This is an optimization exercise on Yosys and OpenROAD, whose aim is small area, not a production implementation.
Only simulation tests tie the RTL to the original design; equivalence was not proved.
Power figures rest on the tool's default switching activity, not on a simulated workload.

### design/flow/config.mk
export PLATFORM = sky130hd
export DESIGN_NAME = mmu_l2tlb_replace
export DESIGN_NICKNAME = mmu_l2tlb_replace
export VERILOG_FILES = /design/flow/design.v
export SDC_FILE = /design/flow/constraint.sdc
export NUM_CORES = 4
export LEC_CHECK = 0
export ABC_AREA = 0
export CAP_MARGIN = 20
export CORE_MARGIN = 2
export CORE_UTILIZATION = 55
export SLEW_MARGIN = 20
export SYNTH_HIERARCHICAL = 1
export SYNTH_MINIMUM_KEEP_SIZE = 0
### design/flow/constraint.sdc
create_clock -name core_clock -period 14.0 [get_ports {clk}]
set_input_delay 2.8000 -clock core_clock [delete_from_list [all_inputs] [get_ports {clk}]]
set_output_delay 2.8000 -clock core_clock [all_outputs]
set_load 0.01 [all_outputs]
### design/flow/design.v
`timescale 1ns / 1ps
module mmu_l2tlb_plru_4way (
    input            clk,
    input            r,
    input            rv,
    input            c_hi,
    input            c1,
    input            c3,
    input            cv_lo,
    input            cv_hi,
    output reg [2:0] state
);
    wire k_lo = ~(rv & cv_lo);   
    wire k_hi = ~(rv & cv_hi);   
    always @(posedge clk) begin
        state[2] <= (state[2] & k_lo) | (r & c_hi);
        state[1] <= (state[1] & k_lo) | (r & c1);
        state[0] <= (state[0] & k_hi) | (r & c3);
    end
endmodule
module mmu_l2tlb_plru_rd3 (
    input  [8:0] states,   
    input  [2:0] sel,
    output [2:0] state_n
);
    assign state_n = ~((states[8:6] & {3{sel[2]}}) |
                       (states[5:3] & {3{sel[1]}}) |
                       (states[2:0] & {3{sel[0]}}));
endmodule
module mmu_l2tlb_plru_rdrow (
    input  [47:0] states,   
    input  [15:0] sel,
    input         row_sel,
    output [ 2:0] state
);
    wire [2:0] g_n[0:4];
    genvar g;
    generate
        for (g = 0; g < 5; g = g + 1) begin : g_grp
            mmu_l2tlb_plru_rd3 rd (
                .states (states[9*g+8:9*g]),
                .sel    (sel[3*g+2:3*g]),
                .state_n(g_n[g])
            );
        end
    endgenerate
    assign state = {3{row_sel}} & (~g_n[0] | ~g_n[1] | ~g_n[2] | ~g_n[3] | ~g_n[4] |
                                   (states[47:45] & {3{sel[15]}}));
endmodule
`timescale 1ns / 1ps
module mmu_l2tlb_replace (
    input            rstn,
    input            clk,
    input      [1:0] i_update_en_2,
    input      [7:0] i_update_position_8,
    input      [3:0] i_update_way_4,
    input      [3:0] i_l21_valid_4,
    input      [3:0] i_l22_valid_4,
    input      [1:0] i_replace_en_2,
    input      [5:0] i_l21_replace_position_6,
    input      [7:0] i_l22_replace_position_8,
    output reg [3:0] o_replace_way_4
);
    localparam NR = 20;
    localparam NC = 16;
    reg valid;
    always @(posedge clk or negedge rstn) begin
        if (!rstn) valid <= 1'b0;
        else valid <= 1'b1;
    end
    wire upd22 = (i_update_en_2 == 2'b01);
    wire upd21 = (i_update_en_2 == 2'b10) && (i_update_position_8[7:6] == 2'b00);
    wire w3 = (i_update_way_4 == 4'b1000);
    wire w2 = (i_update_way_4 == 4'b0100);
    wire w1 = (i_update_way_4 == 4'b0010);
    wire w0 = (i_update_way_4 == 4'b0001);
    wire [NR-1:0] r_sel;
    wire [NR-1:0] rv_sel;
    wire [NC-1:0] c_hi, c1, c3, cv_lo, cv_hi;
    genvar gr, gc;
    generate
        for (gr = 0; gr < NR; gr = gr + 1) begin : g_row
            if (gr < 16) begin : g_l22
                assign r_sel[gr] = upd22 && (i_update_position_8[7:4] == gr);
            end else begin : g_l21
                assign r_sel[gr] = upd21 && (i_update_position_8[5:4] == gr - 16);
            end
            assign rv_sel[gr] = r_sel[gr] | ~valid;
        end
        for (gc = 0; gc < NC; gc = gc + 1) begin : g_col
            wire cm = (i_update_position_8[3:0] == gc);
            assign c_hi[gc]  = cm & (w3 | w2);
            assign c1[gc]    = cm & w1;
            assign c3[gc]    = cm & w3;
            assign cv_lo[gc] = (cm & (w1 | w0)) | ~valid;
            assign cv_hi[gc] = (cm & (w3 | w2)) | ~valid;
        end
    endgenerate
    wire [2:0] st[0:NR*NC-1];
    generate
        for (gr = 0; gr < NR; gr = gr + 1) begin : g_r
            for (gc = 0; gc < NC; gc = gc + 1) begin : g_c
                mmu_l2tlb_plru_4way plru (
                    .clk  (clk),
                    .r    (r_sel[gr]),
                    .rv   (rv_sel[gr]),
                    .c_hi (c_hi[gc]),
                    .c1   (c1[gc]),
                    .c3   (c3[gc]),
                    .cv_lo(cv_lo[gc]),
                    .cv_hi(cv_hi[gc]),
                    .state(st[gr*NC+gc])
                );
            end
        end
    endgenerate
    wire       rd21 = i_replace_en_2[1];
    wire [3:0] rd_col = rd21 ? i_l21_replace_position_6[3:0] : i_l22_replace_position_8[3:0];
    wire [3:0] vbits = rd21 ? i_l21_valid_4 : i_l22_valid_4;
    wire [NR-1:0] rd_row;
    wire [NC-1:0] rd_colsel;
    wire [2:0] row_st[0:NR-1];
    generate
        for (gr = 0; gr < NR; gr = gr + 1) begin : g_rdrow
            if (gr < 16) begin : g_l22
                assign rd_row[gr] = valid & ~rd21 & (i_l22_replace_position_8[7:4] == gr);
            end else begin : g_l21
                assign rd_row[gr] = valid & rd21 & (i_l21_replace_position_6[5:4] == gr - 16);
            end
            wire [3*NC-1:0] row_states;
            for (gc = 0; gc < NC; gc = gc + 1) begin : g_rdcol
                assign row_states[3*gc+2:3*gc] = st[gr*NC+gc];
            end
            mmu_l2tlb_plru_rdrow rd (
                .states (row_states),
                .sel    (rd_colsel),
                .row_sel(rd_row[gr]),
                .state  (row_st[gr])
            );
        end
        for (gc = 0; gc < NC; gc = gc + 1) begin : g_rdcolsel
            assign rd_colsel[gc] = (rd_col == gc);
        end
    endgenerate
    reg [2:0] s;
    integer i;
    always @(*) begin
        s = 3'b000;
        for (i = 0; i < NR; i = i + 1) s = s | row_st[i];
    end
    wire [1:0] idx = {s[1] ^ s[2], s[0]};
    always @(*) begin
        if (i_replace_en_2 == 2'b00) begin
            o_replace_way_4 = 4'b0000;
        end else if (!vbits[0]) begin
            o_replace_way_4 = 4'b0001;
        end else if (!vbits[1]) begin
            o_replace_way_4 = 4'b0010;
        end else if (!vbits[2]) begin
            o_replace_way_4 = 4'b0100;
        end else if (!vbits[3]) begin
            o_replace_way_4 = 4'b1000;
        end else begin
            o_replace_way_4 = 4'b0001 << idx;
        end
    end
endmodule
### design/flow/flow/run.sh
#!/bin/bash
set -euo pipefail
export CTS_ARGS="-sink_clustering_enable -repair_clock_nets -dont_use_dummy_load -sink_clustering_size 24 -sink_clustering_max_diameter 100"
bash standard.sh finish > standard_flow.log 2>&1
### design/flow/standard.sh
#!/bin/bash
# synth_recipe.tcl (not shown) runs the flow's synth.tcl, then flattens the netlist and writes it again
# the make line also repeats each setting of config.mk as NAME=value (left out here)
make -C /OpenROAD-flow-scripts/flow DESIGN_CONFIG=/design/flow/config.mk WORK_HOME=/design/flow/orfs CLKGATE_MAP_FILE= SYNTH_SCRIPT=/design/flow/synth_recipe.tcl "${@:-finish}"
==> out/qor.csv, run 1 <==
stage;metric;value;unit
synthesis;ys_warn_count;9;
worst_setup_path;worstPathCellList;clkdlybuf4s50_1, nor3_1, a21oi_1, nor2_4, buf_4, buf_4, a222oi_1, and4_1, a31oi_1, nor4_1, and3_1, nand3_1, xor2_1, a22o_1, clkdlybuf4s50_1;
detailed_routing;drt_iter0_markers;6866;
synthesis;synth_top_family_by_area;compound AO/OA/AOI/OAI gates;
synthesis;yosysMostFrequentCell;a22o_1;
detailed_routing;wl_per_cell;33.7;um
layout;fin_util;0.623;
worst_setup_path;r2r_end;g_r[17].g_c[6].plru.state[1];
worst_setup_path;cp_slowest_cell;clkdlybuf4s50_1;
power_and_ir_drop;totalPowerFinal;0.00450;W
worst_hold_path;holdPathStages;1;
synthesis;yosysUniqueCellTypes;42;
synthesis;ys_ff_latch;961;
global_routing;grt_util_met2;0.635;
global_routing;overflow;0;
worst_hold_path;hold_class;flip-flop to flip-flop;
clock_network;htreeDepth;2;
worst_setup_path;crit_buf_inv;4;
worst_setup_path;crit_arrival;9.21;ns
global_routing;grt_pass1_wl;216000;um
floorplan;die_x;259;um
global_routing;antenna_found_initial;12;
synthesis;ys.flop_type;dfxtp_1;
clock_network;clockRootBuffer;clkbuf_16;
clock_network;clock_latency;0.65;ns
flow_run;max_cap_violations;0;
detailed_routing;wl;149000;um
sta;finalMaxSlewViolations;0;
clock_network;ctsResizeCount;0;
power_and_ir_drop;irDropWorstVdd;0.112;mV
global_routing;busiest_layer;met2;
sta;rsz0062_at_grt;false;
synthesis;synth-xor-area-share;0.000735;
place;gp_congestion;0.967;
synthesis;postSynthAreaPerCell;10.6;sq um
clock_network;postCtsSetupRepairBufs;0;
floorplan;pin_count;44;
worst_setup_path;path_delay_family;buffers and inverters;
synthesis;yosysTopAreaCell;dfxtp_1;
worst_setup_path;timing.rr.start;valid;
synthesis;yosys.area_share.adder;0;
synthesis;yosys-top-cells-count;a22o_1 (962), dfxtp_1 (960), nand2_1 (722);
global_routing;use_met1;0.573;
detailed_routing;vias;34200;
synthesis;synth_edf_count;0;
sta;setup_viol;0;
layout;fillers;5235;
synthesis;synth_top_area_frac;0.538;
sta;clock.fmax;83.2;MHz
floorplan;die_area;67100;sq um
worst_hold_path;min_from;g_r[7].g_c[6].plru.state[0];
outcome;status;complete, no violations;
layout;nNetsFinal;3593;
synthesis;synth_seq_area_share;0.538;
synthesis;synth_simple_gate_area_frac;0.116;
sta;tightest_slew;1.31;ns
power_and_ir_drop;powerDensity;112;nW/um^2
place;dpl.hpwl;91500;um
clock_network;max-clock-path-buffers;3;
detailed_routing;ant_nets;0;
worst_setup_path;critPathKind;input pin to primary output;
worst_setup_path;path_max_fanout;33;
synthesis;synth_cells;3361;
sta;hold_violations;0;
clock_network;cts_hold_buf;0;
worst_hold_path;hold_path_end;g_r[7].g_c[6].plru.state[0];
clock_network;tritoncts;built;
clock_network;clock_sinks;961;
floorplan;rows;93;
synthesis;syn-num-nets;3401;
worst_setup_path;start_kind;input pin;
global_routing;grt.total_usage;0.430;
global_routing;use_met3;0.121;
clock_network;numCtsBuffers;46;
worst_setup_path;rr_worst_depth;5;
layout;drive_gt1_frac;0.0814;
global_routing;grt_pass1_vias;32600;
synthesis;synth-compound-area-share;0.339;
synthesis;synth.area.top_cells;dfxtp_1 (54%), a22o_1 (24%), a222oi_1 (8.4%);
sta;fin_skew;0.0404;ns
detailed_routing;drc_errors;0;
layout;area_growth;12.1;%
worst_setup_path;r2r_slack;11.50;ns
synthesis;muxShareOfSynthArea;0.000560;
floorplan;initial_utilization;0.556;
worst_setup_path;cpPeakStageDelay;1.11;ns
synthesis;syn-cell-area;35800;sq um
sta;tns;0;ns
worst_setup_path;required;11.20;ns
sta;period_share;0.858;
sta;min_period;12.01;ns
power_and_ir_drop;p_leak;14.2;nW
worst_setup_path;crit_path_end_kind;primary output;
clock_network;cts.clk_slew.worst_paths;0.07;ns
detailed_routing;first_pass_iters;12;
detailed_routing;vias_per_cell;7.75;
synthesis;synth_async_sr_flop_share;0.00104;
sta;max_slew_margin;0.122;
place;io_buffers;43;
layout;finalInstanceArea;40100;sq um
global_routing;grt_max_degree;61;
place;place_area;38800;sq um
floorplan;coreArea;64300;sq um
floorplan;die_h;259;um
worst max path at each step:
stage	from	end	cells after the start
after global placement	i_replace_en_2[1]	o_replace_way_4[3]	15
after floorplan	i_replace_en_2[1]	o_replace_way_4[2]	13
final	i_replace_en_2[1]	o_replace_way_4[3]	15
after CTS	i_replace_en_2[1]	o_replace_way_4[3]	15
after global routing	i_replace_en_2[1]	o_replace_way_4[3]	15
after detailed placement	i_replace_en_2[1]	o_replace_way_4[3]	15
modules after synthesis (local to each module, per instance):
module / flops+latches / cell area, sq um / cells inside
mmu_l2tlb_replace: 1 / 1520 / 301
mmu_l2tlb_plru_4way: 3 / 93.8 / 8
mmu_l2tlb_plru_rdrow: 0 / 60.1 / 10
mmu_l2tlb_plru_rd3: 0 / 30.0 / 3
through the flow:
step / worst slack [ns] / hold slack (ns) / std cells
after global routing: 1.86 / 0.489 / 4410
after CTS: 2.16 / 0.477 / 4402
final: 1.99 / 0.479 / 4414
after detailed placement: 2.15 / 0.453 / 4356
after floorplan: 4.47 / 0.439 / 3361
after global placement: 2.31 / 0.451 / 4352
power breakdown:
part	total (W)	internal, W	switching [W]
Sequential	0.00273	0.00273	0.00000130
Combinational	0.000305	0.0000619	0.000243
Clock	0.00146	0.000589	0.000870
sequential cells by signal, indices dropped and copies added, names as in the netlist:
| signal | flops |
|---|---|
| valid | 1 |
| g_r.g_c.plru.state | 960 |
routing by layer:
metal	share of wire	vias up	wire length [um]
li1	-	14100	-
met1	0.38	16800	56900
met2	0.43	2757	63200
met3	0.14	477	20400
met4	0.055	2	8100
met5	0.00030	-	45
layout make-up:
cell class,instances,area (sq um),share of cell area
antenna,8,20.0,0.000500
clock buffer,46,1150,0.0287
inverter,25,93.8,0.00234
multi-input combinational,2357,17000,0.425
sequential,961,19200,0.480
tap,855,1070,0.0267
timing repair buffer,162,1460,0.0364
cells by family after synthesis:
family | count (synthesis)
AO/OA/AOI/OAI | 1384
AND/OR/NAND/NOR | 967
flip-flops | 961
buffers and inverters | 43
XOR/XNOR | 3
multiplexers | 2
other | 1
placed cells by master, fill, tap and decap left out, types with 11 or more instances in the layout:
cell,instances
nor2_4,52
o21ai_4,11
clkbuf_16,46
inv_1,25
nor2_1,34
nand2_1,722
nand3_1,13
and4_1,60
clkdlybuf4s50_1,43
nor2_2,20
nand2b_1,12
a22o_1,962
a31oi_1,62
nor4_1,12
a222oi_1,300
buf_4,107
o21ai_2,29
buf_12,11
dfxtp_1,960
==> run 2, diff against run 1 <==
==> design/flow/flow/run.sh (replaced) <==
#!/bin/bash
set -euo pipefail
export CTS_ARGS="-sink_clustering_enable -repair_clock_nets -dont_use_dummy_load -sink_clustering_size 28 -sink_clustering_max_diameter 100"
bash standard.sh finish > standard_flow.log 2>&1
--- a/design/flow/config.mk
+++ b/design/flow/config.mk
@@ -6,9 +6,9 @@
 export NUM_CORES = 4
 export LEC_CHECK = 0
 export ABC_AREA = 0
-export CAP_MARGIN = 20
+export CAP_MARGIN = 0
 export CORE_MARGIN = 2
 export CORE_UTILIZATION = 55
-export SLEW_MARGIN = 20
+export SLEW_MARGIN = 0
 export SYNTH_HIERARCHICAL = 1
 export SYNTH_MINIMUM_KEEP_SIZE = 0
==> run 2 against run 1 <==
  * Flip-flop and latch count stayed put
  * Cell area decreased by 0.76%
  * Core utilization fell by 0.48 points
  * Critical path depth unchanged
  * Non-clock buffer count shrank 8
  * Final cell count is 0.36% lower
  * Sequential power about the same
  * Via count about the same
  * Hold slack worse by 0.0058 ns
  * Worst setup slack worse by 0.28 ns
  * Still clean on timing, DRC and antenna
==> out/qor.csv, run 2 <==
stage;metric;value;unit
global_routing;grt_pass1_vias;32400;
clock_network;max-clock-path-buffers;3;
clock_network;htreeDepth;2;
sta;tightest_slew;1.38;ns
sta;fin_skew;0.0333;ns
synthesis;ys.flop_type;dfxtp_1;
global_routing;grt_pass1_wl;216000;um
worst_hold_path;min_from;g_r[13].g_c[3].plru.state[2];
synthesis;ys_warn_count;9;
detailed_routing;drt_iter0_markers;7150;
power_and_ir_drop;powerDensity;111;nW/um^2
floorplan;die_x;259;um
global_routing;grt.total_usage;0.428;
worst_setup_path;r2r_end;g_r[5].g_c[7].plru.state[1];
synthesis;syn-num-nets;3401;
detailed_routing;wl;149000;um
synthesis;syn-cell-area;35800;sq um
power_and_ir_drop;irDropWorstVdd;0.0976;mV
layout;final_common_cell;a22o_1;
clock_network;numCtsBuffers;40;
sta;tns;0;ns
worst_setup_path;crit_path_end_kind;primary output;
sta;finalMaxSlewViolations;0;
worst_setup_path;required;11.20;ns
global_routing;antenna_found_initial;9;
synthesis;ys_ff_latch;961;
clock_network;clock_latency;0.64;ns
detailed_routing;wl_per_cell;33.8;um
worst_setup_path;worstPathCellList;clkdlybuf4s50_1, nor3_1, a21oi_1, nor2_4, buf_4, buf_4, a222oi_1, and4_1, a31oi_1, nor4_1, and3_1, nand3_1, xor2_1, a22o_1, clkdlybuf4s50_1;
worst_setup_path;cpPeakStageDelay;1.13;ns
floorplan;die_area;67100;sq um
detailed_routing;ant_nets;0;
worst_setup_path;path_max_fanout;33;
sta;whs;0.473;ns
detailed_routing;first_pass_iters;10;
layout;drive_gt1_frac;0.0775;
worst_setup_path;r2r_slack;11.50;ns
floorplan;rows;93;
worst_setup_path;startpoint;i_replace_en_2[1];
layout;nNetsFinal;3579;
worst_setup_path;start_kind;input pin;
worst_setup_path;crit_arrival;9.49;ns
sta;period_share;0.878;
global_routing;overflow;0;
clock_network;tritoncts;built;
synthesis;synth_cells;3361;
flow_run;max_cap_violations;0;
floorplan;initial_utilization;0.556;
worst_setup_path;critPathKind;input pin to primary output;
clock_network;postCtsSetupRepairBufs;0;
synthesis;synth_seq_area_share;0.538;
sta;setup_viol;0;
clock_network;clockRootBuffer;clkbuf_16;
worst_setup_path;timing.rr.start;valid;
floorplan;coreArea;64300;sq um
synthesis;yosysUniqueCellTypes;42;
sta;rsz0062_at_grt;false;
synthesis;synth_top_area_frac;0.538;
synthesis;yosysTopAreaCell;dfxtp_1;
sta;hold_violations;0;
clock_network;cts.clk_slew.worst_paths;0.05;ns
outcome;status;complete, no violations;
sta;max_slew_margin;0.0695;
clock_network;clock_sinks;961;
place;gp_congestion;0.967;
synthesis;synth_edf_count;0;
layout;largest_reg_flops;960;
worst_setup_path;rr_worst_depth;5;
clock_network;ctsResizeCount;0;
layout;reg_top3;g_r.g_c.plru.state (960), valid (1);
layout;area_growth;11.2;%
worst_setup_path;crit_end;o_replace_way_4[3];
synthesis;yosysMostFrequentCell;a22o_1;
detailed_routing;drc_errors;0;
floorplan;pin_count;44;
floorplan;die_h;259;um
synthesis;yosys-top-cells-count;a22o_1 (962), dfxtp_1 (960), nand2_1 (722);
layout;fin_util;0.618;
clock_network;cts_hold_buf;0;
power_and_ir_drop;p_leak;14.1;nW
layout;final_cell_mix;a22o_1 (962), dfxtp_1 (960), nand2_1 (722);
sta;min_period;12.29;ns
layout;regMostFlops;g_r.g_c.plru.state;
place;dpl.hpwl;90900;um
detailed_routing;vias_per_cell;7.77;
synthesis;synth.area.top_cells;dfxtp_1 (54%), a22o_1 (24%), a222oi_1 (8.4%);
global_routing;grt_max_degree;61;
sta;clock.fmax;81.4;MHz
place;io_buffers;43;
worst_setup_path;cp_slowest_cell;nor4_1;
detailed_routing;vias;34200;
synthesis;synth_async_sr_flop_share;0.00104;
synthesis;postSynthAreaPerCell;10.6;sq um
worst_hold_path;hold_class;flip-flop to flip-flop;
[run 2: cell types whose count changed in the layout (fill, tap and decap cells not counted), sizes merged]
| cell | previous run | this run |
|---|---|---|
| buf | 119 | 111 |
| clkbuf | 46 | 40 |
| diode | 8 | 6 |
[run 2: cell families (layout without fill, tap and decap cells)]
group	after synthesis	count (layout)	share of synthesized area
buf+inv	43	219	0.00497
xor+xnor	3	3	0.000735
compound gates	1384	1384	0.339
other cells	1	7	0.000105
simple gates	967	967	0.116
flops	961	961	0.538
mux	2	2	0.000560
[run 2: how the worst min path moves through the flow]
stage	end	slack (ns)	cells past startpoint
final	g_r[13].g_c[3].plru.state[2]	0.47	1
after CTS	g_r[13].g_c[3].plru.state[2]	0.47	1
after global routing	g_r[13].g_c[3].plru.state[2]	0.49	1
after detailed placement	g_r[9].g_c[8].plru.state[0]	0.45	1
after floorplan	g_r[0].g_c[10].plru.state[2]	0.44	1
after global placement	g_r[5].g_c[11].plru.state[2]	0.45	1
[run 2: Yosys stat by module, one instance, submodules excluded]
module,area (sq um),copies in the design,flip-flops and latches
mmu_l2tlb_replace,1520,1,1
mmu_l2tlb_plru_4way,93.8,320,3
mmu_l2tlb_plru_rdrow,60.1,20,0
mmu_l2tlb_plru_rd3,30.0,100,0
[run 2: area by class of cell]
cell class | instances | area, sq um
Sequential cell | 961 | 19200
Multi-Input combinational cell | 2357 | 17000
Fill cell | 5303 | 24600
Inverter | 25 | 93.8
Clock buffer | 40 | 1000
Timing Repair Buffer | 154 | 1310
Tap cell | 855 | 1070
Antenna cell | 6 | 15.0
[run 2: stage by stage]
stage          setup WS, ns  power [W]  area [sq um]  instances
3_3_place_gp           2.31    0.00308         38800       4352
4_1_cts                2.14    0.00440         39800       4392
6_report               1.71    0.00442         39800       4398
5_1_grt                1.75    0.00452         39800       4396
3_5_place_dp           2.15    0.00309         38800       4352
2_1_floorplan          4.47    0.00294         35800       3361
[run 2: report_power, final]
group | total (W) | internal [W] | switching (W)
Clock | 0.00138 | 0.000518 | 0.000861
Sequential | 0.00274 | 0.00273 | 0.00000131
Combinational | 0.000304 | 0.0000612 | 0.000242
[run 2: worst max-delay path, delay by kind of cell]
kind / cells / cell delay, ns
AOI/OAI and AO/OA: 4 / 1.61
buffers and inverters: 4 / 2.30
xor gates and xnor gates: 1 / 0.72
and+or+nand+nor: 6 / 1.99
[run 2: layer usage]
| layer | global-route usage | part of all wire | vias up |
|---|---|---|---|
| met1 | 0.578 | 0.38 | 16800 |
| met4 | 0.235 | 0.060 | 2 |
| li1 | - | - | 14100 |
| met3 | 0.116 | 0.14 | 505 |
| met5 | 0 | 0.000067 | - |
| met2 | 0.623 | 0.42 | 2778 |

[port drivers added, routing unchanged]
In the flow no input, the clock included, has a driving cell. The finished layouts below were timed again as built, in two steps.
Step 1 sets driving cells, clkbuf_16 on the clock port and buf_2 on the other inputs (assumed; they add their load-dependent delay and slew).
Step 2 times the ports against the registers' clock, not the clock port: input delays grow and output delays shrink by t, the midpoint of the rising clock arrivals with the driver on.
a / b / c = ideal / step 1 / step 2; a / b = the first two.
| run | t (ns) | setup slack, ns | hold WS [ns] | worst setup path after step 2 | worst data-port slew with drivers (ns) |
|---|---|---|---|---|---|
| run 1 | 0.690 | 1.988 / 1.960 / 1.960 | 0.479 / 0.479 / 0.479 | input to output | 0.13 |
| run 2 | 0.674 | 1.708 / 1.681 / 1.681 | 0.473 / 0.473 / 0.473 | input to output | 0.12 |
After both steps every run listed still meets setup and hold. The setup slack of run 1, which loses most, moves by -0.028 ns with the drivers and by -0.028 ns with both steps.
